Context: an optimization exercise on an open-source flow, tuned for small area and a short achievable clock period. The choices shown serve that exercise and are no tape-out recipe. The RTL was checked by simulation tests, not by an equivalence proof against the original design.

==> inputs of run H <==
## ntt_butterfly
module ntt_butterfly
#(
    parameter REG_SIZE = 23
)
(
    input  wire                 clk,
    input  wire                 reset_n,
    input  wire                 zeroize,
    input  wire [2:0]           mode,
    input  wire                 accumulate,
    input  wire                 mlkem,
    input  wire  [REG_SIZE-1:0] opu_i,
    input  wire  [REG_SIZE-1:0] opv_i,
    input  wire  [REG_SIZE-1:0] opw_i,
    output logic [REG_SIZE-1:0] u_o,
    output logic [REG_SIZE-1:0] v_o,
    output logic [REG_SIZE-1:0] pwm_res_o,
    output logic [REG_SIZE-1:0] pairwm_mul_red_o
);
==> flow/config.mk <==
export PLATFORM = sky130hd
export DESIGN_NAME = ntt_butterfly
export DESIGN_NICKNAME = ntt_butterfly
export VERILOG_FILES = /design/flow/design.v
export SDC_FILE = /design/flow/constraint.sdc
export NUM_CORES = 4
export LEC_CHECK = 0
export ABC_AREA = 1
export CAP_MARGIN = 20
export CORE_MARGIN = 2
export CORE_UTILIZATION = 40
export SETUP_SLACK_MARGIN = 5
export SLEW_MARGIN = 20
==> flow/constraint.sdc <==
create_clock -name core_clock -period 13.0 [get_ports {clk}]
set_input_delay 2.6000 -clock core_clock [delete_from_list [all_inputs] [get_ports {clk}]]
set_output_delay 2.6000 -clock core_clock [all_outputs]
set_load 0.01 [all_outputs]
standard.sh (not shown) runs the stock make flow with config.mk's settings and CLKGATE_MAP_FILE= SYNTH_SCRIPT=/design/flow/synth_recipe.tcl, a recipe that flattens the netlist after the stock synthesis.
==> flow/flow/run.sh <==
#!/bin/bash
# Standard synthesis, then a netlist pass that re-balances the inverters around
# the full-adder cells (flow/fixfa.py, logic unchanged), then the standard
# layout with port buffers of the smallest buffer cell and a larger setup
# slack margin for repair_timing. Each tool's output goes to its own log here.
set -euo pipefail
R=orfs/results/sky130hd/ntt_butterfly/base
ARGS=("BUFFER_PORTS_ARGS=-buffer_cell sky130_fd_sc_hd__buf_1")
bash standard.sh "${ARGS[@]}" synth > synth.log 2>&1
cp "$R/1_2_yosys.v" "$R/1_2_yosys.std.v"
python3 flow/fixfa.py "$R/1_2_yosys.std.v" "$R/1_2_yosys.v" > fixfa.log 2>&1
rm -f "$R/1_synth.odb" "$R/1_synth.sdc"
bash standard.sh "${ARGS[@]}" finish > standard.log 2>&1
Other scripts of this flow, unchanged in this note and not shown: flow/flow/fixfa.py
==> inputs of run Z, as changes to run H <==
--- a/flow/config.mk
+++ b/flow/config.mk
@@ -5,7 +5,6 @@
 export SDC_FILE = /design/flow/constraint.sdc
 export NUM_CORES = 4
 export LEC_CHECK = 0
-export ABC_AREA = 1
 export CAP_MARGIN = 20
 export CORE_MARGIN = 2
 export CORE_UTILIZATION = 40
==> inputs of run C, as changes to run H <==
--- a/flow/flow/run.sh
+++ b/flow/flow/run.sh
@@ -5,7 +5,7 @@
 # slack margin for repair_timing. Each tool's output goes to its own log here.
 set -euo pipefail
 R=orfs/results/sky130hd/ntt_butterfly/base
-ARGS=("BUFFER_PORTS_ARGS=-buffer_cell sky130_fd_sc_hd__buf_1")
+ARGS=(SETUP_SLACK_MARGIN=5.5 "BUFFER_PORTS_ARGS=-buffer_cell sky130_fd_sc_hd__buf_1")
 bash standard.sh "${ARGS[@]}" synth > synth.log 2>&1
 cp "$R/1_2_yosys.v" "$R/1_2_yosys.std.v"
 python3 flow/fixfa.py "$R/1_2_yosys.std.v" "$R/1_2_yosys.v" > fixfa.log 2>&1
--- a/flow/config.mk
+++ b/flow/config.mk
@@ -5,7 +5,6 @@
 export SDC_FILE = /design/flow/constraint.sdc
 export NUM_CORES = 4
 export LEC_CHECK = 0
-export ABC_AREA = 1
 export CAP_MARGIN = 20
 export CORE_MARGIN = 2
 export CORE_UTILIZATION = 40
==> comparison <==
Run Z ran to the end with no violations. Run H went through all stages and came out clean. Run C finished clean. Against run H, the via count of run Z is smaller by 9.9%. Utilization, lowest first: run H, run Z, run C. Register-to-register slack: run H > run Z > run C. Sequential share of layout area, highest first: run H, run Z, run C. Wire length, highest first: run H, run C, run Z. Sequential cell count is the same in run H and run C. The lowest clock-buffer cell count belongs to run H, the highest to run C.

re-timing with driven ports:
The results above use ideal ports. As a check the final layouts listed here were re-extracted and re-timed, cells and wires unchanged. Step 1 assumes that a clkbuf_16 drives the clock port and a buf_2 every other input. Step 2 moves the port delays by t, midway between the first and last clock arrival at a register: inputs arrive t later, outputs are due t later. That takes back most of the time a late clock gives input paths. Three values: no drivers, after step 1, after step 2; two values: the first two.
run | shift t [ns] | slack for setup (ns) | worst hold slack (ns) | slew at the worst register clock pin (ns) | worst data-port slew with drivers (ns)
run H | 0.657 | 5.161 / 5.161 / 5.161 | 0.467 / 0.467 / 0.467 | 0.07 / 0.07 | 0.05
run Z | 0.662 | 4.763 / 4.763 / 4.763 | 0.496 / 0.496 / 0.496 | 0.08 / 0.08 | 0.08
run C | 0.646 | 4.733 / 4.733 / 4.733 | 0.502 / 0.502 / 0.502 | 0.07 / 0.07 | 0.09
After both steps setup and hold are still met in every run listed.
